From an optimization exercise on the open Yosys and OpenROAD flow, aimed at small area; shortcuts taken in it are not production practice.
Only simulation tests tie the RTL to the original design; equivalence was not proved.
The clock port is modelled as an ideal driver, which makes a skipped or thinned clock tree look cheaper than it is; a real chip needs a root buffer or a tree.
Power is estimated from default activity; no workload was simulated.

==> flow/design.v <==
`timescale 1ns / 1ps
module robot(
input fpgaclk,rst,en,
input [2:0] echo,
output [2:0] trigger,led,
output wire [3:0] sig_out_R,sig_out_L
);
localparam [15:0] T_RESET = 16'h2512;    
localparam [15:0] T_JUMP  = 16'hb604;    
localparam [16:0] K_RESET = 17'h19196;   
localparam [16:0] K_TICK  = 17'h08049;   
reg [15:0] t;
reg trig;
wire t_jump = (t == T_JUMP);
always @(posedge fpgaclk or posedge rst)
    if (rst) t <= T_RESET;
    else     t <= {t[14:0], t[15] ^ t[2] ^ t_jump};
always @(posedge fpgaclk or posedge rst)
    if (rst) trig <= 1'b0;
    else     trig <= t_jump | (trig & ~(t[2] & t[6]));
assign trigger = {3{trig}};
reg [14:0] e0, e1, e2;
wire [14:0] m0, m1, m2;
genvar gi;
generate for (gi = 0; gi < 15; gi = gi + 1) begin : g_m
    if (gi == 0) begin : g0
        assign m0[0] = echo[0]; assign m1[0] = echo[1]; assign m2[0] = echo[2];
    end else begin : gn
        assign m0[gi] = m0[gi-1] & e0[gi-1];
        assign m1[gi] = m1[gi-1] & e1[gi-1];
        assign m2[gi] = m2[gi-1] & e2[gi-1];
    end
end endgenerate
wire eclr = trig | rst;
always @(posedge fpgaclk)
    begin
        e0 <= {15{~eclr}} & (e0 ^ m0);
        e1 <= {15{~eclr}} & (e1 ^ m1);
        e2 <= {15{~eclr}} & (e2 ^ m2);
    end
wire [2:0] obs = {e2 < 15'd550, e1 < 15'd550, e0 < 15'd550};
assign led = ~obs & {3{~rst}};
reg dirR, dirL;
always @(posedge fpgaclk) begin
    dirR <= ~obs[1] & (~obs[2] | obs[0]);
    dirL <= ~obs[1] & (~obs[0] | obs[2]);
end
reg [16:0] k;
wire tick = (k == K_TICK);
always @(posedge fpgaclk or posedge rst)
    if (rst) k <= K_RESET;
    else     k <= {k[15:0], k[16] ^ k[2] ^ tick};
reg on, on_p;                 
reg dR, dL;
reg [1:0] phR_p, phL_p;
wire [1:0] phR = on_p ? {phR_p[1] ^ phR_p[0] ^ ~dR, ~phR_p[0]} : 2'b00;
wire [1:0] phL = on_p ? {phL_p[1] ^ phL_p[0] ^ ~dL, ~phL_p[0]} : 2'b00;
always @(posedge fpgaclk or posedge rst)
    if (rst) begin
        on <= 1'b0; on_p <= 1'b0;
    end else if (tick) begin
        on <= en; on_p <= on;
    end
always @(posedge fpgaclk)
    if (tick) begin
        dR <= dirR; phR_p <= phR;
        dL <= dirL; phL_p <= phL;
    end
assign sig_out_R = {on_p &  phR_p[1] &  phR_p[0], on_p &  phR_p[1] & ~phR_p[0],
                    on_p & ~phR_p[1] &  phR_p[0], on_p & ~phR_p[1] & ~phR_p[0]};
assign sig_out_L = {on_p &  phL_p[1] &  phL_p[0], on_p &  phL_p[1] & ~phL_p[0],
                    on_p & ~phL_p[1] &  phL_p[0], on_p & ~phL_p[1] & ~phL_p[0]};
endmodule
==> flow/config.mk <==
export PLATFORM = sky130hd
export DESIGN_NAME = robot
export DESIGN_NICKNAME = robot
export VERILOG_FILES = /design/flow/design.v
export SDC_FILE = /design/flow/constraint.sdc
export NUM_CORES = 4
export LEC_CHECK = 0
export CAP_MARGIN = 20
export CORE_MARGIN = 2
export CORE_UTILIZATION = 80
export SLEW_MARGIN = 20
export BUFFER_PORTS_ARGS = -buffer_cell sky130_fd_sc_hd__buf_1
export CTS_ARGS = -sink_clustering_enable -repair_clock_nets -dont_use_dummy_load
export POST_CTS_TCL = /design/flow/flow/merge_clk.tcl
export CLK_GROUPS = 3
export CLK_LEAF_CELL = sky130_fd_sc_hd__clkbuf_16
==> flow/constraint.sdc <==
create_clock -name core_clock -period 10.0 [get_ports {fpgaclk}]
set_input_delay 2.0000 -clock core_clock [delete_from_list [all_inputs] [get_ports {fpgaclk}]]
set_output_delay 2.0000 -clock core_clock [all_outputs]
set_load 0.01 [all_outputs]
standard.sh (not shown) runs the stock make flow with config.mk's settings and CLKGATE_MAP_FILE= SYNTH_SCRIPT=/design/flow/synth_recipe.tcl, a recipe that flattens the netlist after the stock synthesis.
==> flow/flow/run.sh <==
#!/bin/bash
# Standard layout with these changes: port buffers use the smallest buffer
# (buf_1); CTS inserts no dummy loads; and after CTS, flow/merge_clk.tcl
# replaces the clock tree with 3 clkbuf_16 leaf buffers fed from the clock port.
set -euo pipefail
cat >> config.mk <<EOC
export BUFFER_PORTS_ARGS = -buffer_cell sky130_fd_sc_hd__buf_1
export CTS_ARGS = -sink_clustering_enable -repair_clock_nets -dont_use_dummy_load
export POST_CTS_TCL = $PWD/flow/merge_clk.tcl
export CLK_GROUPS = 3
export CLK_LEAF_CELL = sky130_fd_sc_hd__clkbuf_16
EOC
bash standard.sh finish > standard_flow.log 2>&1
==> flow/flow/merge_clk.tcl <==
set ngroups $::env(CLK_GROUPS)
set leafcell $::env(CLK_LEAF_CELL)
set block [ord::get_db_block]
set db [ord::get_db]
set root ""
set leaves {}
foreach inst [$block getInsts] {
  set n [$inst getName]
  if {[string match "clkbuf_0_*" $n]} { set root $inst }
  if {[string match "clkbuf_*__f_*" $n]} { lappend leaves $inst }
}
puts "merge_clk: root [$root getName], [llength $leaves] leaves"
set clknet [[$root findITerm A] getNet]
set sinks {}
foreach l $leaves {
  foreach it [[[$l findITerm X] getNet] getITerms] {
    if {[$it getIoType] == "INPUT"} { lappend sinks $it }
  }
}
puts "merge_clk: [llength $sinks] sinks"
proc iterm_xy {it} {
  set r [$it getBBox]
  return [list [expr {([$r xMin] + [$r xMax]) / 2}] [expr {([$r yMin] + [$r yMax]) / 2}]]
}
set pts {}
foreach it $sinks { lappend pts [concat [iterm_xy $it] [list $it]] }
proc split_by {pts k idx} {
  set s [lsort -integer -index $idx $pts]
  set n [llength $s]
  set out {}
  for {set g 0} {$g < $k} {incr g} {
    lappend out [lrange $s [expr {$g * $n / $k}] [expr {($g + 1) * $n / $k - 1}]]
  }
  return $out
}
if {$ngroups == 4} {
  set groups {}
  foreach h [split_by $pts 2 0] { foreach q [split_by $h 2 1] { lappend groups $q } }
} else {
  set groups [split_by $pts $ngroups 0]
}
set master [$db findMaster $leafcell]
foreach l $leaves { odb::dbInst_destroy $l }
odb::dbInst_destroy $root
set gi 0
foreach g $groups {
  set sx 0
  set sy 0
  foreach p $g { set sx [expr {$sx + [lindex $p 0]}]; set sy [expr {$sy + [lindex $p 1]}] }
  set inst [odb::dbInst_create $block $master "clkleaf_$gi"]
  set net [odb::dbNet_create $block "clkleaf_net_$gi"]
  $net setSigType CLOCK
  [$inst findITerm X] connect $net
  [$inst findITerm A] connect $clknet
  foreach p $g { set it [lindex $p 2]; $it disconnect; $it connect $net }
  $inst setLocation [expr {$sx / [llength $g]}] [expr {$sy / [llength $g]}]
  $inst setPlacementStatus PLACED
  incr gi
}
foreach net [$block getNets] {
  if {[llength [$net getITerms]] == 0 && [llength [$net getBTerms]] == 0} { odb::dbNet_destroy $net }
}
detailed_placement
check_placement -verbose
estimate_parasitics -placement
set worst 0
foreach pin [get_pins -hierarchical */CLK] {
  set s [get_property $pin slew_max]
  if {$s > $worst} { set worst $s }
}
puts "merge_clk: worst flip-flop clock slew $worst"
report_clock_skew
Then changed:
==> flow/flow/run.sh (replaced) <==
#!/bin/bash
# Standard layout (standard.sh, with the standard flow's synthesis) with these changes:
# - port buffers use the smallest buffer (buf_1);
# - CTS inserts no dummy loads, and after CTS flow/merge_clk.tcl replaces the
#   clock tree with 4 buf_8 leaf buffers fed from the clock port.
# The make output goes to standard_flow.log; each ORFS step keeps its own log
# under orfs/logs.
set -euo pipefail
cat >> config.mk <<EOC
export BUFFER_PORTS_ARGS = -buffer_cell sky130_fd_sc_hd__buf_1
export CTS_ARGS = -sink_clustering_enable -repair_clock_nets -dont_use_dummy_load
export POST_CTS_TCL = $PWD/flow/merge_clk.tcl
export PRE_GLOBAL_PLACE_TCL = $PWD/flow/remove_bufs.tcl
export CLK_GROUPS = 4
export CLK_LEAF_CELL = sky130_fd_sc_hd__buf_8
EOC
bash standard.sh finish > standard_flow.log 2>&1
==> flow/flow/remove_bufs.tcl (new file) <==
# PRE_GLOBAL_PLACE hook: with timing-driven placement off, global_place.tcl
# does not remove the buffers synthesis inserted; remove them here.
remove_buffers
CLK_GROUPS = 4   (was 3)
CLK_LEAF_CELL = sky130_fd_sc_hd__buf_8   (was sky130_fd_sc_hd__clkbuf_16)
GPL_TIMING_DRIVEN = 0   (was not set)
PRE_GLOBAL_PLACE_TCL = /design/flow/flow/remove_bufs.tcl   (was not set)
Effect:
- clock skew is higher by 0.0055 ns
- combinational power is higher by a few percent
- die area stays the same
- design area is lower slightly
- power is lower slightly
- clock power is lower by a few percent
- synthesized cell count is unchanged
- wire length is higher by a little under a tenth
- sequential power hardly moves
Then changed:
==> flow/flow/run.sh (replaced) <==
#!/bin/bash
# Standard layout with these changes: port buffers use the smallest buffer
# (buf_1); CTS inserts no dummy loads; and after CTS, flow/merge_clk.tcl
# replaces the clock tree with 4 buf_8 leaf buffers fed from the clock port.
set -euo pipefail
cat >> config.mk <<EOC
export BUFFER_PORTS_ARGS = -buffer_cell sky130_fd_sc_hd__buf_1
export CTS_ARGS = -sink_clustering_enable -repair_clock_nets -dont_use_dummy_load
export POST_CTS_TCL = $PWD/flow/merge_clk.tcl
export CLK_GROUPS = 4
export CLK_LEAF_CELL = sky130_fd_sc_hd__buf_8
EOC
bash standard.sh finish > standard_flow.log 2>&1
PRE_GLOBAL_PLACE_TCL = not set   (was /design/flow/flow/remove_bufs.tcl)
removed: flow/flow/remove_bufs.tcl
What happened: Via count barely changes. Die area is unchanged. Worst setup slack gets better by 0.0097 ns. Sequential share of layout area is lower by 0.50 points.
Then changed:
CAP_MARGIN = 0   (was 20)
GPL_TIMING_DRIVEN = not set   (was 0)
SLEW_MARGIN = 0   (was 20)
After rerunning: Final area fell by about 0.64%. Register-to-register slack degrades by 0.10 ns. Synthesized cell count stays the same. First-iteration DRC count falls by about 3%. Utilization drops by 0.56 points. Hold slack stays flat.
Then changed:
--- a/flow/flow/run.sh
+++ b/flow/flow/run.sh
@@ -8,4 +8,5 @@
 export CTS_ARGS = -sink_clustering_enable -repair_clock_nets -dont_use_dummy_load
 export POST_CTS_TCL = $PWD/flow/merge_clk.tcl
+export PRE_GLOBAL_PLACE_TCL = $PWD/flow/remove_bufs.tcl
 export CLK_GROUPS = 4
 export CLK_LEAF_CELL = sky130_fd_sc_hd__buf_8
==> flow/flow/remove_bufs.tcl (new file) <==
# PRE_GLOBAL_PLACE hook: with timing-driven placement off, global_place.tcl
# does not remove the buffers synthesis inserted; remove them here.
remove_buffers
CAP_MARGIN = 20   (was 0)
GPL_TIMING_DRIVEN = 0   (was not set)
PRE_GLOBAL_PLACE_TCL = /design/flow/flow/remove_bufs.tcl   (was not set)
SLEW_MARGIN = 20   (was 0)
Area after synthesis does not change; core utilization went down by 0.19 points; wire length went up by 14%; total power went up by 0.59%.
No run of this note takes its clock network from TritonCTS; it comes from the design's own scripts or RTL.

separate check: timing with driven ports:
No port has a modelled driver above. Below, the same layouts with a new extraction and two added sets of constraints. Step 1 sets driving cells, clkbuf_16 on the clock port and buf_2 on the other inputs (assumed; they add their load-dependent delay and slew). Step 2 adds t to the input delays and takes it off the output delays; t is the mean of the earliest and latest rising clock arrival at the registers after step 1. Input paths then give back, and output paths get back, about the clock's delay inside the block. a / b / c = ideal ports / drivers / drivers and shift; a / b = the first two.
run | t (ns) | setup slack, ns | worst setup path after step 2 | worst register clock-pin slew, ns
the first run | 0.221 | 5.007 / 5.044 / 4.823 | input to register | 0.10 / 0.10
the second run | 0.206 | 5.012 / 5.058 / 4.852 | input to register | 0.12 / 0.12
the third run | 0.202 | 5.022 / 5.069 / 4.867 | input to register | 0.11 / 0.11
the fourth run | 0.207 | 4.929 / 4.974 / 4.767 | input to register | 0.12 / 0.12
the fifth run | 0.206 | 5.012 / 5.058 / 4.852 | input to register | 0.12 / 0.12
After both steps setup and hold are still met in every run listed. For the first run, which loses most, drivers alone change the setup slack by +0.037 ns; drivers and shift together by -0.184 ns.
